Background: an optimization exercise with open tools, aiming at small area, a short achievable clock period and few clock cycles per item. Do not read the settings as production practice. RTL that was checked went through simulation tests only; none was proved equivalent to the original. Function not checked in runs 2 to 5: the RTL went through the layout flow alone. Power is estimated from default activity; no workload was simulated.

File: design/flow/run.sh
#!/bin/bash
# synth_recipe.tcl (not shown) runs the flow's synth.tcl, then flattens the netlist and writes it again
# the make line also repeats each setting of config.mk as NAME=value (left out here)
make -C /OpenROAD-flow-scripts/flow DESIGN_CONFIG=/design/flow/config.mk WORK_HOME=/design/flow/orfs CLKGATE_MAP_FILE= SYNTH_SCRIPT=/design/flow/synth_recipe.tcl finish
File: design/flow/design.v
package rv32i_types;
    typedef enum logic [2:0] {
        mult_op_mul    = 3'd0,
        mult_op_mulh   = 3'd1,
        mult_op_mulhsu = 3'd2,
        mult_op_mulhu  = 3'd3,
        mult_op_div    = 3'd4,
        mult_op_divu   = 3'd5,
        mult_op_rem    = 3'd6,
        mult_op_remu   = 3'd7
    } mult_ops;
endpackage
module mdu_thermo (
    input  logic [31:0] x,
    output logic [32:0] t
);
    always_comb begin
        t[32] = 1'b0;
        for (int i = 31; i >= 0; i--) t[i] = t[i+1] | x[i];
    end
endmodule
module mdu_thermo_len #(parameter int W = 33, parameter int LW = 6) (
    input  logic [W-1:0]  t,
    output logic [LW-1:0] len
);
    always_comb begin
        len = '0;
        for (int i = 0; i < W; i++) begin
            if (t[i] && (i == W - 1 || !t[(i == W - 1) ? i : i + 1])) len = len | LW'(i + 1);
        end
    end
endmodule
module mul_unit
(
    input  logic         clk,
    input  logic         rst,
    input  logic         in_valid,
    input  logic [2:0]   in_op,
    input  logic [31:0]  in_rs1,
    input  logic [31:0]  in_rs2,
    output logic         out_valid,
    output logic [31:0]  out_data
);
    localparam logic [1:0] S_IDLE  = 2'd0;
    localparam logic [1:0] S_SETUP = 2'd1;
    localparam logic [1:0] S_ITER  = 2'd2;
    localparam logic [1:0] S_OUT   = 2'd3;
    logic [1:0]  state;
    logic [31:0] H, L, M;
    logic [5:0]  kq;            
    logic [4:0]  cnt;           
    logic [3:0]  nib;           
    logic        is_div, minv, neg, sel_h;
    logic        op_div, signed_a, signed_b, sa, sb;
    assign op_div   = in_op[2];
    assign signed_a = (in_op == 3'd0) || (in_op == 3'd1) || (in_op == 3'd2) ||
                      (in_op == 3'd4) || (in_op == 3'd6);
    assign signed_b = (in_op == 3'd0) || (in_op == 3'd1) ||
                      (in_op == 3'd4) || (in_op == 3'd6);
    assign sa = signed_a & in_rs1[31];
    assign sb = signed_b & in_rs2[31];
    logic [31:0] va, vb;
    assign va = in_rs1 ^ {32{sa}};
    assign vb = in_rs2 ^ {32{sb}};
    logic [32:0] ta, tb, ta_over, tb_over, tm;
    mdu_thermo th_a (.x(va), .t(ta));
    mdu_thermo th_b (.x(vb), .t(tb));
    assign ta_over = sa ? {ta[31:0], 1'b1} : ta;
    assign tb_over = sb ? {tb[31:0], 1'b1} : tb;
    assign tm      = ta_over & tb_over;           
    logic        swap, div_short;
    assign swap      = |(tb_over & ~ta_over);     
    assign div_short = |(tb & ~ta_over);          
    logic [31:0] abs_a, abs_b;
    assign abs_a = va + 32'(sa);
    assign abs_b = vb + 32'(sb);
    logic [8:0]  tk4;
    logic [3:0]  k_mul;
    always_comb for (int j = 0; j <= 8; j++) tk4[j] = tm[4*j];
    mdu_thermo_len #(.W(9), .LW(4)) len_k (.t(tk4), .len(k_mul));
    logic [31:0] h_mul;
    logic [3:0]  nib_mul;
    assign h_mul   = swap ? abs_a : abs_b;
    assign nib_mul = 4'(h_mul >> {k_mul - 4'd1, 2'b00});
    logic [5:0]  la_over, lb;
    mdu_thermo_len #(.W(33), .LW(6)) len_a (.t(ta_over), .len(la_over));
    mdu_thermo_len #(.W(33), .LW(6)) len_b (.t(tb),      .len(lb));
    logic [6:0]  n_div;
    logic [4:0]  k_div;
    logic        in_dz;
    assign n_div = {1'b0, la_over} - {1'b0, lb} + 7'd1;
    assign k_div = (n_div >= 7'd32) ? 5'd16 : 5'((n_div[5:0] + 6'd1) >> 1);
    assign in_dz = (in_rs2 == 32'd0);
    function automatic logic [73:0] csa(input logic [36:0] a, input logic [36:0] b,
                                        input logic [36:0] c);
        csa = {(a & b | a & c | b & c) << 1, a ^ b ^ c};
    endfunction
    logic [36:0] pp0, pp1, pp2, pp3, ol;
    logic [73:0] cs1, cs2, cs3;
    assign ol  = {1'b0, L, 4'b0000};
    assign pp3 = nib[3] ? {2'b00, M, 3'b000} : 37'd0;
    assign pp2 = nib[2] ? {3'b000, M, 2'b00} : 37'd0;
    assign pp1 = nib[1] ? {4'b0000, M, 1'b0} : 37'd0;
    assign pp0 = nib[0] ? {5'b00000, M}      : 37'd0;
    assign cs1 = csa(ol, pp3, pp2);
    assign cs2 = csa(cs1[36:0], cs1[73:37], pp1);
    assign cs3 = csa(cs2[36:0], cs2[73:37], pp0);
    logic [33:0] x1, x2, y, s1;
    logic        q1, q2;
    logic [31:0] l1, l2;
    assign x1 = {1'b0, L, nib[3]};
    assign y  = {2'b11, M};
    assign s1 = x1 + y + 34'(minv);
    assign q1 = ~s1[33];
    assign l1 = q1 ? s1[31:0] : x1[31:0];
    logic [36:0] sa2, sb2, s2;
    assign x2  = {1'b0, l1, nib[2]};
    assign sa2 = is_div ? {3'b000, x2} : cs3[36:0];
    assign sb2 = is_div ? {3'b111, y}  : cs3[73:37];
    assign s2  = sa2 + sb2 + 37'(is_div & minv);
    assign q2  = ~s2[36];
    assign l2  = q2 ? s2[31:0] : x2[31:0];
    logic [31:0] below, below_next, used, hc;
    always_comb begin
        for (int i = 0; i < 32; i++) begin
            below[i]      = (i < 32'(kq));
            below_next[i] = (i < 32'(kq)) && (i + (is_div ? 2 : 4) < 32'(kq));
        end
    end
    assign used = below & ~below_next;
    assign hc   = H & ~used;
    logic [27:0] ones, h_inc;
    always_comb begin
        ones[0] = 1'b1;
        for (int i = 1; i < 28; i++) ones[i] = ones[i-1] & hc[i-1];
    end
    assign h_inc = hc[27:0] ^ (ones & {28{s2[36]}});
    logic [31:0] h_next, l_next;
    assign h_next = is_div ? {hc[29:0], q1, q2} : {h_inc, s2[35:32]};
    assign l_next = is_div ? l2 : s2[31:0];
    logic [5:0]  pn;
    logic [3:0]  nib_next;
    assign pn       = kq - (is_div ? 6'd2 : 6'd4);    
    assign nib_next = 4'({H, 4'b0000} >> pn);         
    logic [31:0] shr;
    assign shr = (kq == 6'd32) ? 32'd0 : (H >> kq[4:0]);
    logic [31:0] v;
    logic        cin_out;
    assign v         = sel_h ? H : L;
    assign cin_out   = (sel_h && !is_div) ? (L == 32'd0) : 1'b1;
    assign out_data  = neg ? (~v + 32'(cin_out)) : v;
    assign out_valid = (state == S_OUT) && in_valid;
    always_ff @(posedge clk) begin
        if (rst || !in_valid) begin
            state <= S_IDLE;
        end else begin
            unique case (state)
                S_IDLE: begin
                    is_div <= op_div;
                    if (op_div) begin
                        kq    <= (in_dz || div_short) ? 6'd0 : {k_div, 1'b0};
                        cnt   <= k_div;
                        H     <= in_dz ? 32'hFFFFFFFF : (div_short ? 32'd0 : abs_a);
                        L     <= abs_a;
                        M     <= in_rs2 ^ {32{~sb}};
                        minv  <= ~sb;
                        neg   <= in_op[1] ? sa : (sa ^ sb) & ~in_dz;
                        sel_h <= ~in_op[1];
                        state <= (in_dz || div_short) ? S_OUT : S_SETUP;
                    end else begin
                        kq    <= {k_mul, 2'b00};
                        cnt   <= 5'(k_mul);
                        H     <= h_mul;
                        L     <= 32'd0;
                        M     <= swap ? abs_b : abs_a;
                        minv  <= 1'b0;
                        neg   <= sa ^ sb;
                        sel_h <= (in_op != 3'd0);
                        nib   <= nib_mul;
                        state <= (k_mul == 4'd0) ? S_OUT : S_ITER;
                    end
                end
                S_SETUP: begin
                    L     <= shr;
                    H     <= H & below;
                    nib   <= 4'({H, 4'b0000} >> kq);
                    state <= S_ITER;
                end
                S_ITER: begin
                    H     <= h_next;
                    L     <= l_next;
                    cnt   <= cnt - 5'd1;
                    nib   <= nib_next;
                    if (cnt == 5'd1) state <= S_OUT;
                end
                S_OUT: begin
                    state <= S_IDLE;
                end
            endcase
        end
    end
endmodule
module mdu_top
(
    input  logic         clk,
    input  logic         rst,
    input  logic         in_valid,
    input  logic [2:0]   in_op,
    input  logic [31:0]  in_rs1,
    input  logic [31:0]  in_rs2,
    input  logic [31:0]  in_pc,
    input  logic [31:0]  in_inst,
    input  logic [4:0]   in_rd_addr,
    input  logic [4:0]   in_rs1_addr,
    input  logic [4:0]   in_rs2_addr,
    input  logic         in_regf_we,
    input  logic [4:0]   in_rob_idx,
    output logic         out_valid,
    output logic [31:0]  out_rd_data,
    output logic [31:0]  out_pc,
    output logic [31:0]  out_inst,
    output logic [4:0]   out_rd_addr,
    output logic [4:0]   out_rs1_addr,
    output logic [4:0]   out_rs2_addr,
    output logic         out_regf_we,
    output logic [4:0]   out_rob_idx
);
    mul_unit mul_inst (
        .clk      (clk),
        .rst      (rst),
        .in_valid (in_valid),
        .in_op    (in_op),
        .in_rs1   (in_rs1),
        .in_rs2   (in_rs2),
        .out_valid(out_valid),
        .out_data (out_rd_data)
    );
    assign out_pc       = in_pc;
    assign out_inst     = in_inst;
    assign out_rd_addr  = in_rd_addr;
    assign out_rs1_addr = in_rs1_addr;
    assign out_rs2_addr = in_rs2_addr;
    assign out_regf_we  = in_regf_we;
    assign out_rob_idx  = in_rob_idx;
endmodule
File: design/flow/config.mk
export PLATFORM = sky130hd
export DESIGN_NAME = mdu_top
export DESIGN_NICKNAME = mdu_top
export VERILOG_FILES = /design/flow/design.v
export SDC_FILE = /design/flow/constraint.sdc
export NUM_CORES = 4
export LEC_CHECK = 0
export ABC_AREA = 1
export CAP_MARGIN = 30
export CORE_MARGIN = 2
export CORE_UTILIZATION = 40
export SETUP_SLACK_MARGIN = 5
export SLEW_MARGIN = 30
File: design/flow/constraint.sdc
create_clock -name core_clock -period 13.0 [get_ports {clk}]
set_input_delay 2.6000 -clock core_clock [delete_from_list [all_inputs] [get_ports {clk}]]
set_output_delay 2.6000 -clock core_clock [all_outputs]
set_load 0.01 [all_outputs]
==> impl_metrics.json, run 1 <==
{
  "status": "complete, no violations",
  "synth_largest_area_cell": "nand2_1",
  "layout_commonest_cell": "nand2_1",
  "place.gp.congestion": 1.03,
  "path_clk_slew_ps": 70,
  "setup_tns_ps": 0,
  "die_h_um": 252,
  "maxSlewViolCount": 0,
  "fmax_mhz": 128,
  "p_leak_nw": 13.3,
  "grt_pass1_wl_mm": 161,
  "grt_usage_pct": 33.5,
  "peakVddDrop_mv": 0.0993,
  "yosys_register_bits": 116,
  "final_area_sq_um": 27900,
  "crit_path_start_kind": "primary input",
  "dr.pass1.iters": 6,
  "cts_sinks": 116,
  "fp-row-count": 90,
  "portBuffers": 102,
  "htree_num_levels": 4,
  "final_cell_mix": "nand2_1 (982), inv_1 (557), o21ai_0 (384), nand3_1 (310), nor2_1 (295)",
  "core_sq_um": 60600,
  "netlist_instances": 4015,
  "viasPerCell": 5.80,
  "grt_overflow": 0,
  "startpoint": "in_op[2]",
  "crit_required_ps": 13210,
  "setup_violations": 0,
  "synth_top_area_share_pct": 15.2,
  "fin_nets": 4420,
  "critPathKind": "in2reg",
  "ys_types": 71,
  "synth.area.top_cells": "nand2_1 (15%), edfxtp_1 (14%), inv_1 (8.7%)",
  "powerDensity_nw_per_um2": 109,
  "die-area_sq_um": 63600,
  "area_delta_synth_final_pct": 13.3,
  "cts_tree": "done",
  "yosysWarnings": 4,
  "clock_path_buffers": 2,
  "cp-end-kind": "flop",
  "io_pins": 273,
  "clkLatencyLatePin_ps": 470,
  "cp.arrival_ps": 8050,
  "holdBufCountCts": 0,
  "grt_max_degree": 74,
  "async_flop_share_pct": 0,
  "synth_nets": 4383,
  "cts_buffers": 17,
  "hold_start": "mul_inst.state[1]",
  "cpMostUsedCell": "nand3_1",
  "slew_headroom_pct": 31.2,
  "antenna_found_initial": 3,
  "fp.dieW_um": 252,
  "ant_nets": 0,
  "cpPeakStageDelay_ps": 360,
  "start_util_pct": 40.7,
  "rrSetupSlack_ps": 5240,
  "syn_area_per_cell_sq_um": 6.14,
  "grt_pass1_vias": 26200,
  "worst_path_max_delay_cell": "xor2_2",
  "tightest_slew_ps": 1030,
  "vias": 28100,
  "syn_area_sq_um": 24600,
  "cp_max_fo": 14,
  "r2r_start": "mul_inst.L[1]",
  "yosysSeqAreaShare_pct": 14.1,
  "drive_above_1_share_pct": 10.8,
  "finalCritPeriodShare_pct": 60.3,
  "drv_cap": 0,
  "drc": 0,
  "synth_ff_type": "edfxtp_1",
  "synth_edf_count": 114,
  "rsz0062_at_grt": "yes",
  "routed_wl_mm": 108,
  "clock_skew_ps": 12.6,
  "dp.final_hpwl_mm": 83.8,
  "placed_area_sq_um": 25500,
  "clock-root-buffer": "clkbuf_16",
  "hold_viol": 0,
  "fin_crit_ps": 7840,
  "diodes": 0,
  "wl_per_cell_um": 22.4,
  "drtIter0Drc": 3191,
  "holdCritPathClass": "reg2reg"
}
==> sequential cells by signal (all words and copies together) (netlist names) <==
| register | cells |
|---|---|
| mul_inst.H | 32 |
| mul_inst.L | 32 |
| mul_inst.M | 32 |
| mul_inst.cnt | 5 |
| mul_inst.kq | 5 |
| mul_inst.nib | 4 |
| mul_inst.state | 2 |
| mul_inst.is_div | 1 |
| mul_inst.minv | 1 |
| mul_inst.neg | 1 |
| mul_inst.sel_h | 1 |
==> cell type report <==
cell class	count	area, sq um
sequential	116	3460
fill	6596	32700
timing repair buffer	258	2330
inverter	587	2230
clock buffer	17	425
tap	782	978
clock inverter	15	168
multi-input combinational	3072	18300
==> layer usage <==
layer	track usage, %	part of all wire, %	vias to the layer above
li1	-	-	13200
met1	42.0	39	13200
met2	55.9	46	1510
met3	5.58	9.0	285
met4	15.9	5.4	4
met5	0	0.022	-
==> final timing paths <==
kind                        to  depth (start not counted)
max reg2reg     mul_inst.H[31]                         49
max            mul_inst.nib[3]                         30
min reg2reg  mul_inst.state[1]                          2
min          mul_inst.state[1]                          2
==> metrics by stage <==
stage	power, mW	hold WS (ps)	setup slack, ps	utilization (%)	instances
2_1_floorplan	1.76	559	5060	-	4015
3_3_place_gp	2.30	593	2380	42.1	4689
3_5_place_dp	2.30	604	2220	42.1	4689
4_1_cts	2.90	621	4980	44.6	4781
5_1_grt	3.25	643	4800	46.1	4847
6_report	3.05	623	5160	46.1	4847
==> cells by family (layout without fill, tap and decap cells) <==
family          count (synthesis)  after routing  synth area share (%)
compound gates                782            782                  17.3
xor+xnor                      155            155                  5.51
fa+ha+maj                     213            213                  13.7
buf+inv                       834            877                  14.9
flops                         116            116                  14.1
mux                            15             15                 0.609
simple gates                 1900           1907                  34.0
==> worst max-delay path, delay by kind of cell <==
family / cells / cell delay (ps)
compound gates: 1 / 280
xor+xnor: 1 / 360
buf+inv: 6 / 800
simple gates: 22 / 3990
==> timing repair <==
| item | CTS | global route |
|---|---|---|
| resized for setup | 133 | 112 |
| hold endpoints to repair | 0 | 0 |
| setup buffers | 52 | 64 |
| endpoints found under the setup margin | 125 | 91 |
| pin swaps | 43 | 85 |
| cloned | 8 | 2 |
==> cell usage after synthesis (16+ instances only) <==
master / n
o22ai_1: 20
clkbuf_1: 112
o211ai_1: 29
nor2_1: 312
ha_1: 119
inv_1: 571
nor3_1: 56
nand4_1: 78
edfxtp_1: 114
a21oi_1: 207
xor2_1: 114
fa_1: 94
nor4_1: 25
o21ai_0: 411
o21ai_1: 36
buf_4: 93
nand3_1: 320
or2_2: 40
nand2_2: 16
nand2_1: 998
xnor2_1: 41
==> where the power goes <==
part           switching (mW)  internal [mW]  leakage (nW)
Sequential             0.0445          0.464          1.10
Clock                   0.221          0.287         0.292
Combinational            1.31          0.725          11.9
Testbench counts, summed over its fixed seeds: cycles 142,920, ops 24,000.
==> inputs of run 2 (changes only) <==
--- a/design/flow/design.v
+++ b/design/flow/design.v
@@ -107,17 +107,17 @@
     assign cs3 = csa(cs2[36:0], cs2[73:37], pp0);
-    logic [33:0] x1, x2, y, s1;
+    logic [33:0] x1, x2, y, s2;
+    logic [36:0] sa1, sb1, s1;
+    assign x1  = {1'b0, L, nib[3]};
+    assign y   = {2'b11, M};
+    assign sa1 = is_div ? {3'b000, x1}    : cs3[36:0];
+    assign sb1 = is_div ? {3'b111, y}     : cs3[73:37];
+    assign s1  = sa1 + sb1 + 37'(is_div & minv);
     logic        q1, q2;
     logic [31:0] l1, l2;
-    assign x1 = {1'b0, L, nib[3]};
-    assign y  = {2'b11, M};
-    assign s1 = x1 + y + 34'(minv);
-    assign q1 = ~s1[33];
+    assign q1 = ~s1[36];
     assign l1 = q1 ? s1[31:0] : x1[31:0];
-    logic [36:0] sa2, sb2, s2;
-    assign x2  = {1'b0, l1, nib[2]};
-    assign sa2 = is_div ? {3'b000, x2} : cs3[36:0];
-    assign sb2 = is_div ? {3'b111, y}  : cs3[73:37];
-    assign s2  = sa2 + sb2 + 37'(is_div & minv);
-    assign q2  = ~s2[36];
-    assign l2  = q2 ? s2[31:0] : x2[31:0];
+    assign x2 = {1'b0, l1, nib[2]};
+    assign s2 = x2 + y + 34'(minv);
+    assign q2 = ~s2[33];
+    assign l2 = q2 ? s2[31:0] : x2[31:0];
     logic [31:0] below, below_next, used, hc;
@@ -136,6 +136,6 @@
     end
-    assign h_inc = hc[27:0] ^ (ones & {28{s2[36]}});
+    assign h_inc = hc[27:0] ^ (ones & {28{s1[36]}});
     logic [31:0] h_next, l_next;
-    assign h_next = is_div ? {hc[29:0], q1, q2} : {h_inc, s2[35:32]};
-    assign l_next = is_div ? l2 : s2[31:0];
+    assign h_next = is_div ? {hc[29:0], q1, q2} : {h_inc, s1[35:32]};
+    assign l_next = is_div ? l2 : s1[31:0];
     logic [5:0]  pn;
==> run 2 against run 1 <==
Routed wire length is 2.1% lower; critical path depth up 19; still clean; clock skew decreased by 1.5 ps; synthesized area down 0.22%; worst setup slack lost 620 ps; critical path type is now reg2reg.
==> impl_metrics.json, run 2 <==
{
  "status": "complete, no violations",
  "yosysSeqAreaShare_pct": 14.1,
  "finalCritPeriodShare_pct": 65.0,
  "drtIter0Drc": 3409,
  "crit_required_ps": 13200,
  "drive_above_1_share_pct": 12.7,
  "fmax_mhz": 118,
  "fp.dieW_um": 252,
  "cts_buffers": 17,
  "ant_nets": 0,
  "maxSlewViolCount": 0,
  "synth_common_cells": "nand2_1 (1050), inv_1 (551), o21ai_0 (378)",
  "hold_start": "mul_inst.state[1]",
  "crit_path_start_kind": "flop",
  "portBuffers": 102,
  "dp.final_hpwl_mm": 80.3,
  "ys_types": 63,
  "setup_tns_ps": 0,
  "synth_largest_area_cell": "nand2_1",
  "hold_depth": 2,
  "synth_mux_area_share_pct": 0.448,
  "worst_path_max_delay_cell": "fa_1",
  "die-area_sq_um": 63500,
  "clock_path_buffers": 2,
  "cp-end-kind": "flop",
  "yosysWarnings": 4,
  "tightest_slew_ps": 954,
  "htree_num_levels": 4,
  "layout_commonest_cell": "nand2_1",
  "final_cell_mix": "nand2_1 (1007), inv_1 (537), o21ai_0 (333), nor2_1 (293), nand3_1 (284)",
  "fin_cells": 4898,
  "rrSetupSlack_ps": 4540,
  "p_int_mw": 1.89,
  "clock_skew_ps": 11.1,
  "cts_sinks": 116,
  "fin_nets": 4471,
  "synth_nets": 4385,
  "pwr-share-seq_pct": 13.8,
  "async_flop_share_pct": 0,
  "synth_ff_type": "edfxtp_1",
  "fin_crit_ps": 8460,
  "synth_top_area_share_pct": 16.0,
  "viasPerCell": 5.74,
  "wl_per_cell_um": 21.7,
  "vias": 28100,
  "setup_violations": 0,
  "grt_max_degree": 86,
  "drc": 0,
  "routed_wl_mm": 106,
  "grt_usage_pct": 32.4,
  "reg2reg_to": "mul_inst.L[25]",
  "netlist_instances": 4017,
  "comb_power_share_pct": 72.7,
  "holdCritPathClass": "reg2reg",
  "p_sw_mw": 1.94,
  "rsz0062_at_grt": "yes",
  "slew_headroom_pct": 35.8,
  "clock-root-buffer": "clkbuf_16",
  "fp-row-count": 90,
  "yosys.area_share.simple_pct": 35.0,
  "cpPeakStageDelay_ps": 560,
  "hold_viol": 0,
  "syn_area_sq_um": 24600,
  "antenna_found_initial": 0,
  "powerDensity_nw_per_um2": 133,
  "grt_pass1_wl_mm": 157,
  "synth_xor_area_share_pct": 5.70,
  "reg.largest.list": "mul_inst.H x32, mul_inst.L x32, mul_inst.M x32",
  "synth_top_family_by_area": "simple AND/OR/NAND/NOR gates",
  "placedCellCount": 4675,
  "synth_edf_count": 114,
  "grt_pass1_vias": 26000,
  "swShare_pct": 50.6,
  "r2r_start": "mul_inst.nib[3]",
  "diodes": 0,
  "io_pins": 273,
  "synth_compound_area_share_pct": 16.7,
  "drv_cap": 0,
  "synth.area.top_cells": "nand2_1 (16%), edfxtp_1 (14%), inv_1 (8.4%)",
  "holdBufCountCts": 0,
  "area_delta_synth_final_pct": 16.9,
  "holdPathEnd": "mul_inst.state[1]",
  "clock_power_share_pct": 13.5,
  "syn_area_per_cell_sq_um": 6.12,
  "cp_max_fo": 10,
  "synth_fa_ha_area_share_pct": 13.7,
  "start_util_pct": 40.6,
  "rr_worst_depth": 49,
  "dr.pass1.iters": 17,
  "yosys_register_bits": 116,
  "die_h_um": 252,
  "grt_overflow": 0,
  "core_sq_um": 60600,
  "critPathKind": "reg2reg",
  "cts_tree": "done",
  "clkLatencyLatePin_ps": 450,
  "peakVddDrop_mv": 0.0990,
  "place.gp.congestion": 0.996,
  "synthMostInstantiatedCell": "nand2_1",
  "cp.arrival_ps": 8660,
  "p_leak_nw": 13.6,
  "path_clk_slew_ps": 60
}
[run 2: cell count changes after synthesis, moves of 8 or more]
cell	previous run	this run
buf_1	9	17
a21oi_1	207	184
clkbuf_1	112	120
inv_1	571	551
o21ai_0	411	378
nand3b_1	7	23
a21boi_0	5	13
nand3_1	320	289
nand4_1	78	122
o22ai_1	20	32
buf_2	9	24
nand2_2	16	3
nand2_1	998	1050
[run 2: power groups by stage]
stage | combinational (mW) | sequential (mW) | clock [mW]
after global routing | 3.02 | 0.529 | 0.533
final | 2.79 | 0.529 | 0.516
after floorplan | 1.56 | 0.498 | 0
after global placement | 2.09 | 0.537 | 0
after CTS | 2.53 | 0.525 | 0.517
after detailed placement | 2.09 | 0.537 | 0
[run 2: per-stage QoR]
| step | worst slack, ps | hold WS, ps | area, sq um | util [%] | power [mW] |
|---|---|---|---|---|---|
| 2_1_floorplan | 4990 | 492 | 24700 | - | 2.05 |
| 3_3_place_gp | 2640 | 524 | 25500 | 42.1 | 2.62 |
| 6_report | 4540 | 533 | 28800 | 47.5 | 3.83 |
| 4_1_cts | 4640 | 539 | 27800 | 45.9 | 3.57 |
| 5_1_grt | 4170 | 565 | 28800 | 47.5 | 4.09 |
| 3_5_place_dp | 2330 | 528 | 25500 | 42.1 | 2.63 |
[run 2: cell families after synthesis]
logic type	after synthesis
adders and majority gates	213
muxes	11
AOI/OAI and AO/OA	741
and+or+nand+nor	1950
xor gates and xnor gates	160
buffers and inverters	826
DFF	116
[run 2: what timing repair did]
action	CTS	global route
setup endpoints to repair	111	116
pin swaps	49	126
gates resized for setup	155	141
buffers inserted	113	62
cloned	14	2
[run 2: layer usage]
layer	part of all wire, %	vias up	GRT usage (%)
li1	-	13300	-
met2	45	1517	51.8
met3	9.0	311	5.32
met1	40	12900	42.1
met4	6.2	0	16.9
met5	0	-	0
[run 2: worst max-delay path by stage]
stage	start	to	slack [ps]	cells past startpoint
floorplan	mul_inst.nib[2]	mul_inst.L[7]	4990	52
global placement	mul_inst.nib[2]	mul_inst.L[18]	2640	51
detailed placement	mul_inst.nib[3]	mul_inst.L[25]	2330	51
CTS	mul_inst.nib[3]	mul_inst.L[25]	4640	53
global route	mul_inst.nib[3]	mul_inst.L[30]	4170	49
finish	mul_inst.nib[3]	mul_inst.L[25]	4540	49
[run 2: area by class of cell]
class | count | area (sq um)
tap | 782 | 978
timing repair inverter | 1 | 5.00
inverter | 562 | 2120
fill | 6392 | 31800
sequential | 116 | 3460
clock inverter | 15 | 190
timing repair buffer | 325 | 3100
clock buffer | 17 | 425
multi-input combinational | 3080 | 18500
[run 2: worst max-delay path: cells and delay by family, from the launching register on]
family	cells	cell delay (ps)
and+or+nand+nor	12	1020
DFF	1	500
AOI/OAI and AO/OA	21	3180
buffers and inverters	11	1340
adders and majority gates	5	2160
==> inputs of run 3 (changes only) <==
--- a/design/flow/design.v
+++ b/design/flow/design.v
@@ -51,3 +51,3 @@
     logic [4:0]  cnt;           
-    logic [3:0]  nib;           
+    logic [4:0]  nb;            
     logic        is_div, minv, neg, sel_h;
@@ -80,6 +80,7 @@
     mdu_thermo_len #(.W(9), .LW(4)) len_k (.t(tk4), .len(k_mul));
-    logic [31:0] h_mul;
-    logic [3:0]  nib_mul;
-    assign h_mul   = swap ? abs_a : abs_b;
-    assign nib_mul = 4'(h_mul >> {k_mul - 4'd1, 2'b00});
+    logic [31:0] h_mul, m_mul;
+    logic [4:0]  nb_mul;
+    assign h_mul  = swap ? abs_a : abs_b;
+    assign m_mul  = swap ? abs_b : abs_a;
+    assign nb_mul = 5'({h_mul, 1'b0} >> {k_mul - 4'd1, 2'b00});
     logic [5:0]  la_over, lb;
@@ -93,31 +94,37 @@
     assign in_dz = (in_rs2 == 32'd0);
-    function automatic logic [73:0] csa(input logic [36:0] a, input logic [36:0] b,
-                                        input logic [36:0] c);
+    function automatic logic [37:0] booth_pp(input logic [2:0] t, input logic [31:0] m);
+        logic        one, two, ng;
+        logic [35:0] mag;
+        one = t[1] ^ t[0];
+        two = t[2] ? (~t[1] & ~t[0]) : (t[1] & t[0]);
+        ng  = t[2];
+        mag = one ? {4'b0000, m} : (two ? {3'b000, m, 1'b0} : 36'd0);
+        booth_pp = {{2{ng}}, mag ^ {36{ng}}};
+    endfunction
+    function automatic logic [75:0] csa(input logic [37:0] a, input logic [37:0] b,
+                                        input logic [37:0] c);
         csa = {(a & b | a & c | b & c) << 1, a ^ b ^ c};
     endfunction
-    logic [36:0] pp0, pp1, pp2, pp3, ol;
-    logic [73:0] cs1, cs2, cs3;
-    assign ol  = {1'b0, L, 4'b0000};
-    assign pp3 = nib[3] ? {2'b00, M, 3'b000} : 37'd0;
-    assign pp2 = nib[2] ? {3'b000, M, 2'b00} : 37'd0;
-    assign pp1 = nib[1] ? {4'b0000, M, 1'b0} : 37'd0;
-    assign pp0 = nib[0] ? {5'b00000, M}      : 37'd0;
-    assign cs1 = csa(ol, pp3, pp2);
-    assign cs2 = csa(cs1[36:0], cs1[73:37], pp1);
-    assign cs3 = csa(cs2[36:0], cs2[73:37], pp0);
-    logic [33:0] x1, x2, y, s2;
-    logic [36:0] sa1, sb1, s1;
-    assign x1  = {1'b0, L, nib[3]};
-    assign y   = {2'b11, M};
-    assign sa1 = is_div ? {3'b000, x1}    : cs3[36:0];
-    assign sb1 = is_div ? {3'b111, y}     : cs3[73:37];
-    assign s1  = sa1 + sb1 + 37'(is_div & minv);
+    logic [37:0] ph_raw, ph, pl, ol;
+    logic [75:0] cs;
+    assign ph_raw = booth_pp(nb[4:2], M);
+    assign ph = {ph_raw[35:0], 2'b00};
+    assign pl = booth_pp(nb[2:0], M);
+    assign ol = {2'b00, L, 1'b0, nb[4], 1'b0, nb[2]};    
+    assign cs = csa(ol, ph, pl);
+    logic [33:0] x1, x2, y, s1;
     logic        q1, q2;
     logic [31:0] l1, l2;
-    assign q1 = ~s1[36];
+    assign x1 = {1'b0, L, nb[4]};
+    assign y  = {2'b11, M};
+    assign s1 = x1 + y + 34'(minv);
+    assign q1 = ~s1[33];
     assign l1 = q1 ? s1[31:0] : x1[31:0];
-    assign x2 = {1'b0, l1, nib[2]};
-    assign s2 = x2 + y + 34'(minv);
-    assign q2 = ~s2[33];
-    assign l2 = q2 ? s2[31:0] : x2[31:0];
+    logic [37:0] sa2, sb2, s2;
+    assign x2  = {1'b0, l1, nb[3]};
+    assign sa2 = is_div ? {4'b0000, x2} : cs[37:0];
+    assign sb2 = is_div ? {4'b1111, y}  : cs[75:38];
+    assign s2  = sa2 + sb2 + 38'(is_div & minv);
+    assign q2  = ~s2[37];
+    assign l2  = q2 ? s2[31:0] : x2[31:0];
     logic [31:0] below, below_next, used, hc;
@@ -131,15 +138,21 @@
     assign hc   = H & ~used;
-    logic [27:0] ones, h_inc;
-    always_comb begin
-        ones[0] = 1'b1;
-        for (int i = 1; i < 28; i++) ones[i] = ones[i-1] & hc[i-1];
-    end
-    assign h_inc = hc[27:0] ^ (ones & {28{s1[36]}});
+    logic [27:0] ones, zeros, h_pm;
+    always_comb begin
+        ones[0]  = 1'b1;
+        zeros[0] = 1'b1;
+        for (int i = 1; i < 28; i++) begin
+            ones[i]  = ones[i-1] & hc[i-1];
+            zeros[i] = zeros[i-1] & ~hc[i-1];
+        end
+    end
+    assign h_pm = hc[27:0] ^ (s2[37] ? zeros : (s2[36] ? ones : 28'd0));
     logic [31:0] h_next, l_next;
-    assign h_next = is_div ? {hc[29:0], q1, q2} : {h_inc, s1[35:32]};
-    assign l_next = is_div ? l2 : s1[31:0];
+    assign h_next = is_div ? {hc[29:0], q1, q2} : {h_pm, s2[35:32]};
+    assign l_next = is_div ? l2 : s2[31:0];
     logic [5:0]  pn;
-    logic [3:0]  nib_next;
-    assign pn       = kq - (is_div ? 6'd2 : 6'd4);    
-    assign nib_next = 4'({H, 4'b0000} >> pn);         
+    logic [4:0]  nb_next;
+    assign pn      = kq - (is_div ? 6'd2 : 6'd4);     
+    logic [4:0]  nb_sel;
+    assign nb_sel  = 5'({H, 5'b00000} >> pn);         
+    assign nb_next = {nb_sel[4:1], nb_sel[0] & (cnt != 5'd2)};
     logic [31:0] shr;
@@ -173,4 +186,4 @@
                         H     <= h_mul;
-                        L     <= 32'd0;
-                        M     <= swap ? abs_b : abs_a;
+                        L     <= nb_mul[4] ? m_mul : 32'd0;
+                        M     <= m_mul;
                         minv  <= 1'b0;
@@ -178,3 +191,3 @@
                         sel_h <= (in_op != 3'd0);
-                        nib   <= nib_mul;
+                        nb    <= nb_mul;
                         state <= (k_mul == 4'd0) ? S_OUT : S_ITER;
@@ -185,3 +198,3 @@
                     H     <= H & below;
-                    nib   <= 4'({H, 4'b0000} >> kq);
+                    nb    <= 5'({H, 5'b00000} >> kq);
                     state <= S_ITER;
@@ -192,3 +205,3 @@
                     cnt   <= cnt - 5'd1;
-                    nib   <= nib_next;
+                    nb    <= nb_next;
                     if (cnt == 5'd1) state <= S_OUT;
==> run 3 against run 2 <==
Sequential share of layout area up 0.69 points; first-iteration DRC count up 4.8%; flip-flop and latch count up 1; via count up 1.0%; sequential power up 4.3%; critical path depth down 11; highest routed layer is now met5.
==> impl_metrics.json, run 3 <==
{
  "ys_types": 72,
  "grt_max_degree": 90,
  "slew_headroom_pct": 32.6,
  "setup_violations": 0,
  "drc": 0,
  "cts_tree": "done",
  "async_flop_share_pct": 0,
  "die_h_um": 249,
  "rsz0062_at_grt": "yes",
  "cp_max_fo": 13,
  "maxSlewViolCount": 0,
  "fp-row-count": 89,
  "layout_commonest_cell": "nand2_1",
  "yosysSeqAreaShare_pct": 14.5,
  "antenna_found_initial": 2,
  "area_delta_synth_final_pct": 14.0,
  "portBuffers": 102,
  "ant_nets": 0,
  "diodes": 0,
  "startpoint": "in_op[2]",
  "cpMostUsedCell": "nor2_4",
  "synth_largest_area_cell": "edfxtp_1",
  "powerDensity_nw_per_um2": 126,
  "cts_buffers": 17,
  "holdBufCountCts": 0,
  "clock_skew_ps": 13.0,
  "grt_usage_pct": 35.9,
  "core_sq_um": 59200,
  "holdCritPathClass": "reg2reg",
  "synth.area.top_cells": "edfxtp_1 (14%), nand2_1 (14%), o21ai_0 (8.6%)",
  "viasPerCell": 6.02,
  "fin_cells": 4716,
  "setup_tns_ps": 0,
  "hold_slack_ps": 538,
  "hold_viol": 0,
  "placedCellCount": 4589,
  "path_clk_slew_ps": 60,
  "die-area_sq_um": 62200,
  "fmax_mhz": 128,
  "cp_num_buf_inv": 6,
  "dr.pass1.iters": 6,
  "fin_util_pct": 46.3,
  "synth_nets": 4235,
  "vias": 28400,
  "final_cell_mix": "nand2_1 (844), inv_1 (463), o21ai_0 (399), nor2_1 (302), a21oi_1 (259)",
  "synthMostInstantiatedCell": "nand2_1",
  "synth_common_cells": "nand2_1 (882), inv_1 (480), o21ai_0 (416)",
  "crit_path_start_kind": "primary input",
  "yosys_register_bits": 117,
  "cp.arrival_ps": 8070,
  "reg.largest.list": "mul_inst.H x32, mul_inst.L x32, mul_inst.M x32",
  "r2r_start": "mul_inst.L[20]",
  "netlist_instances": 3929,
  "fp.dieW_um": 249,
  "worst_path_max_delay_cell": "nor3_4",
  "grt_pass1_wl_mm": 168,
  "p_leak_nw": 12.2,
  "fin_crit_ps": 7790,
  "crit_required_ps": 13290,
  "yosysWarnings": 4,
  "syn_area_sq_um": 24100,
  "hold_start": "mul_inst.state[0]",
  "grt_overflow": 0,
  "clock_path_buffers": 2,
  "synth_top_area_share_pct": 14.3,
  "io_pins": 273,
  "critPathKind": "in2reg",
  "htree_num_levels": 4,
  "tightest_slew_ps": 998,
  "clkLatencyLatePin_ps": 440,
  "synth_edf_count": 115,
  "place.gp.congestion": 1.06,
  "drtIter0Drc": 3574,
  "finalCritPeriodShare_pct": 59.9,
  "cts_sinks": 117,
  "drv_cap": 0,
  "syn_area_per_cell_sq_um": 6.13,
  "status": "complete, no violations",
  "cp_top_family": "simple AND/OR/NAND/NOR gates",
  "cpPeakStageDelay_ps": 230,
  "peakVddDrop_mv": 0.0961,
  "dp.final_hpwl_mm": 90.5,
  "synth_ff_type": "edfxtp_1",
  "drive_above_1_share_pct": 10.8,
  "cp-end-kind": "flop",
  "routed_wl_mm": 117,
  "clock-root-buffer": "clkbuf_16",
  "grt_pass1_vias": 25800,
  "wl_per_cell_um": 24.8,
  "fin_nets": 4236,
  "start_util_pct": 40.6
}
[run 3: timing repair]
item	CTS	global route
gates cloned	9	1
pin swaps	50	74
endpoints found under the setup margin	112	90
resized for setup	141	119
endpoints found under the hold margin	0	0
setup buffers	35	50
[run 3: worst register-to-register path: cells and delay by family, from the launching register on]
kind	cells	cell delay, ps
DFF	1	530
AOI/OAI and AO/OA	9	1770
adders and majority gates	2	810
and+or+nand+nor	17	2840
buffers and inverters	7	1520
[run 3: final cells by class]
cell class | instances | area, sq um
Clock inverter | 14 | 233
Inverter | 491 | 1900
Sequential cell | 117 | 3490
Timing Repair Buffer | 237 | 2190
Clock buffer | 18 | 429
Tap cell | 773 | 967
Fill cell | 6349 | 31800
Multi-Input combinational cell | 3065 | 18200
Timing Repair inverter | 1 | 5.00
[run 3: path summary, 6_finish.rpt]
check,endpoint,slack [ps],cells after the start
worst max-delay path,mul_inst.L[10],5210,38
worst max register to register,mul_inst.H[30],5240,35
worst min-delay path,mul_inst.state[0],540,2
worst min register to register,mul_inst.state[0],540,2
[run 3: through the flow]
stage	power, mW	instance area [sq um]	worst slack [ps]
floorplan	2.00	24100	5170
global placement	2.67	25100	2590
detailed placement	2.66	25100	2430
CTS	3.32	26600	4950
global route	3.67	27400	4870
finish	3.44	27400	5210
[run 3: logic make-up (layout without fill, tap and decap cells)]
family,after synthesis,count (layout),synth area share (%)
flops,117,117,14.5
xor+xnor,222,222,8.11
buf+inv,754,761,13.4
simple gates,1686,1693,30.8
mux,14,14,0.582
compound gates,985,985,23.5
fa+ha+maj,151,151,9.03
[run 3: where the power goes]
group	switching, mW	internal [mW]
combinational	1.57	0.786
clock	0.183	0.357
sequential	0.0702	0.481
[run 3: routing by layer]
layer | global-route usage [%] | vias to the layer above | share of wire, %
li1 | - | 13200 | -
met1 | 47.9 | 13300 | 41
met2 | 55.0 | 1609 | 43
met3 | 6.35 | 259 | 9.6
met4 | 19.2 | 2 | 6.0
met5 | 0 | - | 0.0094
==> inputs of run 4 (changes only) <==
--- a/design/flow/design.v
+++ b/design/flow/design.v
@@ -30,2 +30,54 @@
         end
+    end
+endmodule
+module mdu_bk_add #(parameter int W = 32) (
+    input  logic [W-1:0] a,
+    input  logic [W-1:0] b,
+    input  logic         cin,
+    output logic [W-1:0] sum,
+    output logic         cout
+);
+    logic [W-1:0] p, g, gg, pp;
+    always_comb begin
+        p  = a ^ b;
+        g  = a & b;
+        gg = g;
+        pp = p;
+        gg[0] = g[0] | (p[0] & cin);
+        for (int d = 1; d < W; d = d * 2) begin
+            for (int i = 2 * d - 1; i < W; i = i + 2 * d) begin
+                gg[i] = gg[i] | (pp[i] & gg[i - d]);
+                pp[i] = pp[i] & pp[i - d];
+            end
+        end
+        for (int d = 1 << ($clog2(W) - 1); d >= 1; d = d / 2) begin
+            for (int i = 3 * d - 1; i < W; i = i + 2 * d) begin
+                gg[i] = gg[i] | (pp[i] & gg[i - d]);
+                pp[i] = pp[i] & pp[i - d];
+            end
+        end
+        sum[0] = p[0] ^ cin;
+        for (int i = 1; i < W; i++) sum[i] = p[i] ^ gg[i-1];
+        cout = gg[W-1];
+    end
+endmodule
+module mdu_bk_inc #(parameter int W = 32) (
+    input  logic [W-1:0] a,
+    input  logic         cin,
+    output logic [W-1:0] sum
+);
+    logic [W-1:0] pp;
+    always_comb begin
+        pp = a;
+        pp[0] = a[0] & cin;
+        for (int d = 1; d < W; d = d * 2) begin
+            for (int i = 2 * d - 1; i < W; i = i + 2 * d)
+                pp[i] = pp[i] & pp[i - d];
+        end
+        for (int d = 1 << ($clog2(W) - 1); d >= 1; d = d / 2) begin
+            for (int i = 3 * d - 1; i < W; i = i + 2 * d)
+                pp[i] = pp[i] & pp[i - d];
+        end
+        sum[0] = a[0] ^ cin;
+        for (int i = 1; i < W; i++) sum[i] = a[i] ^ pp[i-1];
     end
@@ -74,4 +126,4 @@
     logic [31:0] abs_a, abs_b;
-    assign abs_a = va + 32'(sa);
-    assign abs_b = vb + 32'(sb);
+    mdu_bk_inc #(.W(32)) inc_a (.a(va), .cin(sa), .sum(abs_a));
+    mdu_bk_inc #(.W(32)) inc_b (.a(vb), .cin(sb), .sum(abs_b));
     logic [8:0]  tk4;
@@ -119,3 +171,3 @@
     assign y  = {2'b11, M};
-    assign s1 = x1 + y + 34'(minv);
+    mdu_bk_add #(.W(34)) add1 (.a(x1), .b(y), .cin(minv), .sum(s1), .cout());
     assign q1 = ~s1[33];
@@ -126,3 +178,3 @@
     assign sb2 = is_div ? {4'b1111, y}  : cs[75:38];
-    assign s2  = sa2 + sb2 + 38'(is_div & minv);
+    mdu_bk_add #(.W(38)) add2 (.a(sa2), .b(sb2), .cin(is_div & minv), .sum(s2), .cout());
     assign q2  = ~s2[37];
@@ -163,4 +215,20 @@
     assign cin_out   = (sel_h && !is_div) ? (L == 32'd0) : 1'b1;
-    assign out_data  = neg ? (~v + 32'(cin_out)) : v;
+    mdu_bk_inc #(.W(32)) inc_o (.a(v ^ {32{neg}}), .cin(neg & cin_out), .sum(out_data));
     assign out_valid = (state == S_OUT) && in_valid;
+    always_ff @(posedge clk) begin
+        is_div <= op_div;
+        if (op_div) begin
+            kq    <= (in_dz || div_short) ? 6'd0 : {k_div, 1'b0};
+            M     <= in_rs2 ^ {32{~sb}};
+            minv  <= ~sb;
+            neg   <= in_op[1] ? sa : (sa ^ sb) & ~in_dz;
+            sel_h <= ~in_op[1];
+        end else begin
+            kq    <= {k_mul, 2'b00};
+            M     <= m_mul;
+            minv  <= 1'b0;
+            neg   <= sa ^ sb;
+            sel_h <= (in_op != 3'd0);
+        end
+    end
     always_ff @(posedge clk) begin
@@ -171,5 +239,3 @@
                 S_IDLE: begin
-                    is_div <= op_div;
                     if (op_div) begin
-                        kq    <= (in_dz || div_short) ? 6'd0 : {k_div, 1'b0};
                         cnt   <= k_div;
@@ -177,9 +243,4 @@
                         L     <= abs_a;
-                        M     <= in_rs2 ^ {32{~sb}};
-                        minv  <= ~sb;
-                        neg   <= in_op[1] ? sa : (sa ^ sb) & ~in_dz;
-                        sel_h <= ~in_op[1];
                         state <= (in_dz || div_short) ? S_OUT : S_SETUP;
                     end else begin
-                        kq    <= {k_mul, 2'b00};
                         cnt   <= 5'(k_mul);
@@ -187,6 +248,2 @@
                         L     <= nb_mul[4] ? m_mul : 32'd0;
-                        M     <= m_mul;
-                        minv  <= 1'b0;
-                        neg   <= sa ^ sb;
-                        sel_h <= (in_op != 3'd0);
                         nb    <= nb_mul;
==> run 4 against run 3 <==
Core utilization grew 1.3 points; still clean; global-route usage decreased by 3.0 points; via count down 5.6%; die area shrank 2.1%; largest cell class unchanged; critical endpoint is now mul_inst.H[21]; critical path depth rose by 24; clock-buffer cell count increased by 1; sequential power grew 9.6%; flip-flop and latch count is the same.
==> impl_metrics.json, run 4 <==
{
  "peakVddDrop_mv": 0.122,
  "worst_path_max_delay_cell": "edfxtp_1",
  "rr_worst_depth": 62,
  "cpMostUsedCell": "buf_6",
  "antenna_found_initial": 3,
  "cp_num_buf_inv": 14,
  "dp.final_hpwl_mm": 78.6,
  "fillers": 6047,
  "r2r_start": "mul_inst.nb[4]",
  "clock_path_buffers": 2,
  "yosysSeqAreaShare_pct": 13.1,
  "setup_tns_ps": 0,
  "synth_ff_type": "edfxtp_1",
  "hold_depth": 2,
  "yosys.area_share.simple_pct": 27.0,
  "layout_commonest_cell": "nand2_1",
  "met2_length_mm": 44.2,
  "die-area_sq_um": 60900,
  "worst-path-stages": 62,
  "crit_required_ps": 13180,
  "wl_met3_mm": 11.4,
  "fin_crit_ps": 9420,
  "dr.pass1.iters": 9,
  "critPathKind": "reg2reg",
  "synth_mux_area_share_pct": 0.552,
  "final_cell_mix": "nand2_1 (681), inv_1 (497), o21ai_0 (299), nor2_1 (224), nand3_1 (179)",
  "drv_cap": 0,
  "holdPathEnd": "mul_inst.state[1]",
  "grt_pass1_wl_mm": 150,
  "rsz0062_at_grt": "yes",
  "ys_types": 72,
  "synth.area.top_cells": "nand2_1 (11%), edfxtp_1 (9.4%), inv_1 (8.5%)",
  "maxSlewViolCount": 0,
  "htree_num_levels": 4,
  "crit_path_start_kind": "flop",
  "rrSetupSlack_ps": 3580,
  "drtIter0Drc": 3413,
  "reg2reg_to": "mul_inst.H[21]",
  "hold_start": "mul_inst.state[1]",
  "drc": 0,
  "area_delta_synth_final_pct": 17.0,
  "yosys_register_bits": 117,
  "cp-end-kind": "flop",
  "yosysWarnings": 7,
  "syn_area_per_cell_sq_um": 6.44,
  "place.gp.congestion": 1.06,
  "clock-root-buffer": "clkbuf_16",
  "tightest_slew_ps": 1110,
  "fin_util_pct": 47.6,
  "synth_nets": 4037,
  "status": "complete, no violations",
  "synthMostInstantiatedCell": "nand2_1",
  "grt_overflow": 0,
  "routed_wl_mm": 104,
  "viasPerCell": 6.00,
  "cts_sinks": 117,
  "drive_above_1_share_pct": 15.0,
  "synth_common_cells": "nand2_1 (704), inv_1 (531), o21ai_0 (355)",
  "synth_xor_area_share_pct": 7.36,
  "diodes": 0,
  "power.total_mw": 4.29,
  "async_flop_share_pct": 0,
  "reg.largest.list": "mul_inst.H x32, mul_inst.L x32, mul_inst.M x32",
  "synth_compound_area_share_pct": 22.5,
  "fmax_mhz": 106,
  "hold_viol": 0,
  "finalCritPeriodShare_pct": 72.4,
  "cts_buffers": 17,
  "cpPeakStageDelay_ps": 420,
  "slew_headroom_pct": 24.9,
  "fp.dieW_um": 247,
  "path_clk_slew_ps": 60,
  "die_h_um": 247,
  "synth_top_area_share_pct": 11.2,
  "clkLatencyLatePin_ps": 460,
  "cp_max_fo": 7,
  "netlist_instances": 3657,
  "synth_largest_area_cell": "nand2_1",
  "fin_nets": 4073,
  "fp-row-count": 88,
  "grt_max_degree": 74,
  "ant_nets": 0,
  "clock_skew_ps": 12.3,
  "cp_top_family": "compound AO/OA/AOI/OAI gates",
  "powerDensity_nw_per_um2": 156,
  "core_sq_um": 57900,
  "portBuffers": 102,
  "cp.arrival_ps": 9600,
  "io_pins": 273,
  "wl_met1_mm": 42.0,
  "start_util_pct": 40.7,
  "cts_tree": "done",
  "highest_layer": "met4",
  "vias": 26800,
  "grt_pass1_vias": 24300,
  "holdCritPathClass": "reg2reg",
  "wl_per_cell_um": 23.3,
  "synth_fa_ha_area_share_pct": 14.2,
  "grt_usage_pct": 33.0,
  "syn_area_sq_um": 23600,
  "setup_violations": 0,
  "synth_top_family_by_area": "simple AND/OR/NAND/NOR gates",
  "synth_edf_count": 74,
  "p_leak_nw": 12.9
}
==> run 4: cell count changes after synthesis, moves of 25 or more <==
cell	change
nand2_1	-178
a21oi_1	-96
nor2_1	-80
o21ai_0	-61
inv_1	+51
nand3_1	-47
dfxtp_1	+41
edfxtp_1	-41
ha_1	+41
fa_1	+33
o21bai_1	+25
==> run 4: logic make-up after synthesis <==
family          after synthesis
simple gates               1409
compound gates              880
buf+inv                     816
fa+ha+maj                   225
xor+xnor                    197
flops                       117
mux                          13
==> run 4: area by class of cell <==
class | instances | area, sq um | area share (%)
multi-input combinational | 2730 | 18200 | 65.9
sequential | 117 | 3090 | 11.2
timing repair buffer | 277 | 2570 | 9.31
inverter | 549 | 2190 | 7.93
tap | 765 | 957 | 3.47
clock buffer | 19 | 433 | 1.57
clock inverter | 13 | 158 | 0.572
timing repair inverter | 1 | 7.51 | 0.0272
==> run 4: worst max-delay path by stage <==
stage / from / to / slack, ps
floorplan: mul_inst.nb[4] / mul_inst.H[31] / 4280
global placement: mul_inst.nb[4] / mul_inst.H[31] / 2280
detailed placement: mul_inst.nb[4] / mul_inst.H[31] / 2160
CTS: mul_inst.nb[4] / mul_inst.H[31] / 3630
global route: mul_inst.nb[4] / mul_inst.H[21] / 3210
finish: mul_inst.nb[4] / mul_inst.H[21] / 3580
==> run 4: what timing repair did <==
| item | 4_1_cts | 5_1_grt |
|---|---|---|
| gates resized for setup | 223 | 190 |
| hold buffers | 0 | 0 |
| setup buffers | 70 | 61 |
| setup endpoints to repair | 125 | 95 |
| gates cloned | 8 | 4 |
| pin swaps | 108 | 123 |
| hold endpoints to repair | 0 | 0 |
==> run 4: worst reg2reg max path, delay by kind of cell (launching register included) <==
kind	cells	cell delay [ps]
AOI/OAI and AO/OA	21	3500
and+or+nand+nor	22	2500
buffers and inverters	14	1320
adders and majority gates	4	1290
DFF	1	420
xor gates and xnor gates	1	150
==> run 4: metrics by stage <==
stage | instance area [sq um] | cells | setup slack (ps) | hold slack [ps]
floorplan | 23700 | 3657 | 4280 | 477
global placement | 24400 | 4296 | 2280 | 501
detailed placement | 24400 | 4296 | 2160 | 503
CTS | 26400 | 4406 | 3630 | 511
global route | 27600 | 4471 | 3210 | 557
finish | 27600 | 4471 | 3580 | 509
==> run 4: per-layer routing <==
metal,GRT usage (%),up-vias
met5,0,-
met4,18.4,0
met3,6.85,318
met2,49.5,1656
met1,43.8,12500
li1,-,12300
==> run 4: power by group <==
| group | internal, mW | switching, mW | total, mW |
|---|---|---|---|
| Combinational | 1.18 | 2.01 | 3.19 |
| Sequential | 0.489 | 0.117 | 0.605 |
| Clock | 0.300 | 0.195 | 0.494 |
| Total | 1.97 | 2.33 | 4.29 |
==> inputs of run 5 (changes only) <==
--- a/design/flow/design.v
+++ b/design/flow/design.v
@@ -16,5 +16,11 @@
 );
+    logic [31:0] r;
     always_comb begin
+        for (int i = 0; i < 32; i++) r[i] = x[31 - i];
+        for (int d = 1; d < 32; d = d * 2)
+            for (int i = 2 * d - 1; i < 32; i = i + 2 * d) r[i] = r[i] | r[i - d];
+        for (int d = 16; d >= 1; d = d / 2)
+            for (int i = 3 * d - 1; i < 32; i = i + 2 * d) r[i] = r[i] | r[i - d];
         t[32] = 1'b0;
-        for (int i = 31; i >= 0; i--) t[i] = t[i+1] | x[i];
+        for (int i = 0; i < 32; i++) t[i] = r[31 - i];
     end
==> run 5 against run 4 <==
Still clean on timing, DRC and antenna; clock power decreased by 2%; total power decreased by 5.2%; die area increased by 0.97%; non-clock buffer count decreased by 72; flip-flop and latch count unchanged; sequential share of layout area increased by 0.51 points; hold slack improved by 14 ps; largest cell class unchanged; highest routed layer unchanged.
==> impl_metrics.json, run 5 <==
{
  "cts_tree": "done",
  "cp_max_fo": 32,
  "swShare_pct": 55.1,
  "status": "complete, no violations",
  "start_util_pct": 40.4,
  "wl_per_cell_um": 23.2,
  "die-area_sq_um": 61400,
  "hold_viol": 0,
  "slew_headroom_pct": 31.3,
  "io_pins": 273,
  "cp-end-kind": "flop",
  "grt_pass1_vias": 24300,
  "syn_area_per_cell_sq_um": 6.36,
  "holdCritPathClass": "reg2reg",
  "synthMostInstantiatedCell": "nand2_1",
  "clock_skew_ps": 15.8,
  "r2r_start": "mul_inst.nb[4]",
  "p_leak_nw": 12.3,
  "die_h_um": 248,
  "clock_power_share_pct": 11.9,
  "core_sq_um": 58900,
  "grt_pass1_wl_mm": 153,
  "powerDensity_nw_per_um2": 155,
  "maxSlewViolCount": 0,
  "setup_tns_ps": 0,
  "synth_ff_type": "edfxtp_1",
  "ant_nets": 0,
  "rsz0062_at_grt": "yes",
  "vias": 26700,
  "final_cell_mix": "nand2_1 (808), inv_1 (459), o21ai_0 (337), nor2_1 (249), nand3_1 (174)",
  "fp-row-count": 89,
  "grt_max_degree": 84,
  "clock_path_buffers": 2,
  "holdBufCountCts": 0,
  "synth_common_cells": "nand2_1 (816), inv_1 (483), o21ai_0 (367)",
  "area_delta_synth_final_pct": 10.7,
  "fin_nets": 4080,
  "place.gp.congestion": 1.08,
  "antenna_found_initial": 1,
  "peakVddDrop_mv": 0.0933,
  "multi_input_area_sq_um": 17800,
  "grt_overflow": 0,
  "netlist_instances": 3741,
  "cp_top_family": "simple AND/OR/NAND/NOR gates",
  "fillers": 6216,
  "synth_largest_area_cell": "nand2_1",
  "syn_area_sq_um": 23800,
  "clkLatencyLatePin_ps": 450,
  "drtIter0Drc": 3877,
  "finalWorstSetupSlack_ps": 5240,
  "cts_buffers": 17,
  "seq_area_sq_um": 3090,
  "p_int_mw": 1.83,
  "layout_commonest_cell": "nand2_1",
  "synth.area.top_cells": "nand2_1 (13%), edfxtp_1 (9.3%), ha_1 (8.1%)",
  "fmax_mhz": 129,
  "ys_types": 74,
  "dr.pass1.iters": 7,
  "htree_num_levels": 4,
  "finalCritPeriodShare_pct": 59.7,
  "critPathKind": "in2reg",
  "worst_path_max_delay_cell": "a211oi_1",
  "tightest_slew_ps": 1020,
  "synth_top_area_share_pct": 12.9,
  "cp.arrival_ps": 8050,
  "comb_power_share_pct": 73.5,
  "fp.dieW_um": 248,
  "drv_cap": 0,
  "cpPeakStageDelay_ps": 700,
  "synth_edf_count": 74,
  "hold_start": "mul_inst.state[1]",
  "place_ws_ps": 2900,
  "fin_crit_ps": 7760,
  "p_sw_mw": 2.24,
  "path_clk_slew_ps": 60,
  "crit_path_start_kind": "primary input",
  "portBuffers": 102,
  "dp.final_hpwl_mm": 80.5,
  "cts_sinks": 117,
  "cp_num_buf_inv": 6,
  "viasPerCell": 5.96,
  "startpoint": "in_op[2]",
  "diodes": 0,
  "setup_violations": 0,
  "yosysWarnings": 7,
  "yosys_register_bits": 117,
  "grt_usage_pct": 33.2,
  "reg.largest.list": "mul_inst.H x32, mul_inst.L x32, mul_inst.M x32",
  "clock-root-buffer": "clkbuf_16",
  "crit_required_ps": 13290,
  "yosysSeqAreaShare_pct": 13.0,
  "pwr-share-seq_pct": 14.6,
  "routed_wl_mm": 104,
  "drc": 0,
  "synth_nets": 4121,
  "drive_above_1_share_pct": 9.80,
  "async_flop_share_pct": 0
}
run 5: logic make-up (layout without fill, tap and decap cells):
group	after synthesis	count (layout)	share of synthesized area, %
AND/OR/NAND/NOR	1523	1526	28.5
AO/OA/AOI/OAI	885	885	22.4
buffers and inverters	785	754	14.4
adder cells (fa/ha/maj)	225	225	14.1
XOR/XNOR	196	196	7.25
flip-flops	117	117	13.0
multiplexers	10	10	0.421
run 5: stage by stage:
| stage | hold slack (ps) | total power [mW] | instance area [sq um] | instances | util, % |
|---|---|---|---|---|---|
| 6_report | 522 | 4.07 | 26300 | 4486 | 44.7 |
| 5_1_grt | 560 | 4.34 | 26300 | 4486 | 44.7 |
| 4_1_cts | 528 | 3.84 | 25800 | 4453 | 43.8 |
| 3_5_place_dp | 519 | 3.23 | 24700 | 4391 | 41.9 |
| 3_3_place_gp | 502 | 3.23 | 24600 | 4389 | 41.8 |
| 2_1_floorplan | 477 | 2.38 | 23800 | 3741 | - |
run 5: power groups by stage:
stage               logic [mW]  clock network, mW  registers, mW
global route              3.25              0.496          0.593
CTS                       2.77              0.484          0.586
floorplan                 1.85                  0          0.538
detailed placement        2.64                  0          0.592
global placement          2.64                  0          0.593
finish                    2.99              0.486          0.593
run 5: layer usage:
layer / track usage (%) / vias up / wire length (um)
li1: - / 12400 / -
met1: 45.1 / 12200 / 42500
met2: 49.0 / 1730 / 43300
met3: 6.13 / 313 / 11600
met4: 18.7 / 0 / 6790
met5: 0 / - / 0
run 5: worst paths after layout:
path	endpoint	slack (ps)	depth (start not counted)
worst max-delay path	mul_inst.cnt[1]	5240	28
worst min-delay path	mul_inst.state[1]	520	2
worst max register to register	mul_inst.H[19]	5280	48
worst min register to register	mul_inst.state[1]	520	2
run 5: final cells by class:
cell class	count	share of cell area, %
Clock buffer	19	1.73
Clock inverter	13	0.456
Inverter	516	7.50
Multi-Input combinational cell	2842	67.5
Sequential cell	117	11.7
Tap cell	773	3.67
Timing Repair Buffer	205	7.36
Timing Repair inverter	1	0.0285
run 5: worst min-delay path, delay by kind of cell (launching register included):
kind	cells	cell delay, ps
AO/OA/AOI/OAI	1	60
flip-flops	1	340
AND/OR/NAND/NOR	1	70
run 5: repair_timing:
item / CTS / global route
cloned: 6 / 2
pin swaps: 20 / 33
endpoints found under the hold margin: 0 / 0
buffers inserted: 24 / 31
setup endpoints to repair: 86 / 72
gates resized for setup: 76 / 96
==> inputs of run 6 (changes only) <==
--- a/design/flow/design.v
+++ b/design/flow/design.v
@@ -177,3 +177,3 @@
     assign y  = {2'b11, M};
-    mdu_bk_add #(.W(34)) add1 (.a(x1), .b(y), .cin(minv), .sum(s1), .cout());
+    assign s1 = x1 + y + 34'(minv);
     assign q1 = ~s1[33];
@@ -184,3 +184,3 @@
     assign sb2 = is_div ? {4'b1111, y}  : cs[75:38];
-    mdu_bk_add #(.W(38)) add2 (.a(sa2), .b(sb2), .cin(is_div & minv), .sum(s2), .cout());
+    assign s2  = sa2 + sb2 + 38'(is_div & minv);
     assign q2  = ~s2[37];
@@ -210,7 +210,5 @@
     logic [5:0]  pn;
-    logic [4:0]  nb_next;
-    assign pn      = kq - (is_div ? 6'd2 : 6'd4);     
     logic [4:0]  nb_sel;
-    assign nb_sel  = 5'({H, 5'b00000} >> pn);         
-    assign nb_next = {nb_sel[4:1], nb_sel[0] & (cnt != 5'd2)};
+    assign pn     = (state == S_SETUP) ? kq : kq - (is_div ? 6'd2 : 6'd4);
+    assign nb_sel = 5'({H, 5'b00000} >> pn);          
     logic [31:0] shr;
@@ -221,3 +219,3 @@
     assign cin_out   = (sel_h && !is_div) ? (L == 32'd0) : 1'b1;
-    mdu_bk_inc #(.W(32)) inc_o (.a(v ^ {32{neg}}), .cin(neg & cin_out), .sum(out_data));
+    assign out_data  = neg ? (~v + 32'(cin_out)) : v;
     assign out_valid = (state == S_OUT) && in_valid;
@@ -240,2 +238,25 @@
     always_ff @(posedge clk) begin
+        unique case (state)
+            S_SETUP: begin
+                L <= shr;
+                H <= H & below;
+            end
+            S_ITER: begin
+                H <= h_next;
+                L <= l_next;
+            end
+            default: begin
+                if (op_div) begin
+                    H <= in_dz ? 32'hFFFFFFFF : (div_short ? 32'd0 : abs_a);
+                    L <= abs_a;
+                end else begin
+                    H <= h_mul;
+                    L <= nb_mul[4] ? m_mul : 32'd0;
+                end
+            end
+        endcase
+        nb  <= (state == S_IDLE) ? nb_mul : {nb_sel[4:1], nb_sel[0] & (cnt != 5'd2)};
+        cnt <= (state == S_ITER) ? cnt - 5'd1 : (op_div ? k_div : 5'(k_mul));
+    end
+    always_ff @(posedge clk) begin
         if (rst || !in_valid) begin
@@ -245,31 +266,8 @@
                 S_IDLE: begin
-                    if (op_div) begin
-                        cnt   <= k_div;
-                        H     <= in_dz ? 32'hFFFFFFFF : (div_short ? 32'd0 : abs_a);
-                        L     <= abs_a;
-                        state <= (in_dz || div_short) ? S_OUT : S_SETUP;
-                    end else begin
-                        cnt   <= 5'(k_mul);
-                        H     <= h_mul;
-                        L     <= nb_mul[4] ? m_mul : 32'd0;
-                        nb    <= nb_mul;
-                        state <= (k_mul == 4'd0) ? S_OUT : S_ITER;
-                    end
-                end
-                S_SETUP: begin
-                    L     <= shr;
-                    H     <= H & below;
-                    nb    <= 5'({H, 5'b00000} >> kq);
-                    state <= S_ITER;
-                end
-                S_ITER: begin
-                    H     <= h_next;
-                    L     <= l_next;
-                    cnt   <= cnt - 5'd1;
-                    nb    <= nb_next;
-                    if (cnt == 5'd1) state <= S_OUT;
-                end
-                S_OUT: begin
-                    state <= S_IDLE;
+                    if (op_div) state <= (in_dz || div_short) ? S_OUT : S_SETUP;
+                    else        state <= (k_mul == 4'd0) ? S_OUT : S_ITER;
                 end
+                S_SETUP: state <= S_ITER;
+                S_ITER:  if (cnt == 5'd1) state <= S_OUT;
+                S_OUT:   state <= S_IDLE;
             endcase
==> run 6 against run 5 <==
Register-to-register slack gained 270 ps; flip-flop and latch count is the same; critical path depth stayed put; worst setup slack gained 41 ps; global-route usage up 3.1 points; clock power is 1% lower; die area is 2.8% lower; final area fell by 4.8%; combinational power grew 110%; critical path type unchanged; highest routed layer unchanged.
==> impl_metrics.json, run 6 <==
{
  "status": "complete, no violations",
  "place_ws_ps": 3390,
  "cp.arrival_ps": 8010,
  "peakVddDrop_mv": 0.197,
  "placed_area_sq_um": 24000,
  "netlist_instances": 3887,
  "fp-row-count": 88,
  "drc": 0,
  "cts_buffers": 17,
  "final_cell_mix": "nand2_1 (804), o21ai_0 (416), inv_1 (402), nor2_1 (329), a21oi_1 (256)",
  "rsz0062_at_grt": "yes",
  "powerDensity_nw_per_um2": 302,
  "critPathKind": "in2reg",
  "die_h_um": 244,
  "async_flop_share_pct": 0,
  "p_leak_nw": 11.4,
  "start_util_pct": 40.2,
  "diodes": 0,
  "synth_largest_area_cell": "nand2_1",
  "synth_nets": 4222,
  "path_clk_slew_ps": 60,
  "antenna_found_initial": 1,
  "fillers": 6440,
  "hold_viol": 0,
  "holdBufCountCts": 0,
  "cts_sinks": 117,
  "io_pins": 273,
  "power.total_mw": 7.56,
  "setup_tns_ps": 0,
  "synth.area.top_cells": "nand2_1 (13%), dfxtp_1 (10%), o21ai_0 (9.1%)",
  "clock_path_buffers": 2,
  "grt_pass1_vias": 25300,
  "fp.dieW_um": 244,
  "synth_ff_type": "dfxtp_1",
  "ys_types": 73,
  "cts_tree": "done",
  "yosysSeqAreaShare_pct": 10.1,
  "clkLatencyLatePin_ps": 440,
  "wl_per_cell_um": 24.7,
  "synth_common_cells": "nand2_1 (807), o21ai_0 (422), inv_1 (406)",
  "tightest_slew_ps": 1050,
  "fin_crit_ps": 7720,
  "area_delta_synth_final_pct": 8.40,
  "grt_max_degree": 103,
  "place.gp.congestion": 1.06,
  "holdCritPathClass": "reg2reg",
  "syn_area_per_cell_sq_um": 5.95,
  "drtIter0Drc": 3399,
  "maxSlewViolCount": 0,
  "htree_num_levels": 4,
  "grt_overflow": 0,
  "grt_pass1_wl_mm": 164,
  "yosysWarnings": 5,
  "ant_nets": 0,
  "clock_skew_ps": 13.4,
  "final_area_sq_um": 25100,
  "fin_util_pct": 43.6,
  "drv_cap": 0,
  "reg.largest.list": "mul_inst.H x32, mul_inst.L x32, mul_inst.M x32",
  "slew_headroom_pct": 29.5,
  "synth_top_area_share_pct": 13.1,
  "fmax_mhz": 130,
  "cpMostUsedCell": "nor2_1",
  "cp-end-kind": "flop",
  "layout_commonest_cell": "nand2_1",
  "synthMostInstantiatedCell": "nand2_1",
  "synth_edf_count": 0,
  "crit_required_ps": 13290,
  "clock-root-buffer": "clkbuf_16",
  "crit_path_start_kind": "primary input",
  "fin_nets": 4131,
  "finalCritPeriodShare_pct": 59.4,
  "viasPerCell": 6.10,
  "portBuffers": 102,
  "cp_max_fo": 16,
  "drive_above_1_share_pct": 6.98,
  "worst_path_max_delay_cell": "dlygate4sd2_1",
  "setup_violations": 0,
  "dr.pass1.iters": 8,
  "die-area_sq_um": 59800,
  "finalWorstSetupSlack_ps": 5280,
  "yosys_register_bits": 117,
  "syn_area_sq_um": 23100,
  "routed_wl_mm": 113,
  "grt_usage_pct": 36.3,
  "core_sq_um": 57500,
  "vias": 27900,
  "dp.final_hpwl_mm": 89.9,
  "cpPeakStageDelay_ps": 570
}
run 6: final timing paths:
| path | slack [ps] | cells after the start | to | startpoint |
|---|---|---|---|---|
| min reg2reg | 470 | 2 | mul_inst.cnt[3] | mul_inst.cnt[3] |
| max reg2reg | 5550 | 36 | mul_inst.H[28] | mul_inst.nb[4] |
| max | 5280 | 28 | mul_inst.L[6] | in_rs2[31] |
| min | 470 | 2 | mul_inst.cnt[3] | mul_inst.cnt[3] |
run 6: layout make-up:
type / count / area, sq um / share of cell area [%]
clock buffer: 19 / 453 / 1.81
tap: 765 / 957 / 3.82
clock inverter: 13 / 148 / 0.589
inverter: 443 / 1690 / 6.74
multi-input combinational: 3063 / 18000 / 71.8
sequential: 117 / 2350 / 9.37
timing repair buffer: 154 / 1470 / 5.87
run 6: per-layer routing:
metal	wire, um	track usage [%]
met3	11400	5.07
met5	0	0
met2	47600	55.3
met4	7770	21.0
met1	46200	48.8
run 6: critical path, delay by kind of cell:
family / cells / cell delay, ps
compound gates: 1 / 70
simple gates: 17 / 3020
buf+inv: 9 / 1970
fa+ha+maj: 1 / 290
run 6: what timing repair did:
item                                    CTS  global route
resized for setup                        26            51
pin swaps                                 3             8
setup buffers                             4             8
gates cloned                              3             5
endpoints found under the setup margin   98            77
run 6: stage by stage:
| stage | instances | hold slack [ps] |
|---|---|---|
| finish | 4574 | 468 |
| floorplan | 3887 | 438 |
| global route | 4574 | 497 |
| CTS | 4561 | 469 |
| global placement | 4522 | 466 |
| detailed placement | 4522 | 460 |
run 6: where the power goes:
part	internal, mW	switching, mW
clock network	0.294	0.185
logic	2.02	4.20
registers	0.499	0.359
run 6: logic make-up (layout without fill, tap and decap cells):
logic type	count (synthesis)	count (layout)	share of synthesized area (%)
XOR/XNOR	205	205	7.83
adder cells (fa/ha/maj)	180	180	11.0
AND/OR/NAND/NOR	1660	1667	31.6
buffers and inverters	714	629	13.4
flip-flops	117	117	10.1
AO/OA/AOI/OAI	997	997	25.4
multiplexers	14	14	0.606
Testbench counts of run 6, summed over its fixed seeds: cycles 142,920, ops 24,000.

Re-timed with assumed drivers on the ports (clkbuf_16 on the clock, buf_2 on other inputs), run 6 has 5.322 ns of setup slack against 5.280 ns with ideal ports, and 4.830 ns once port delays also move by the mid clock arrival of 0.492 ns.
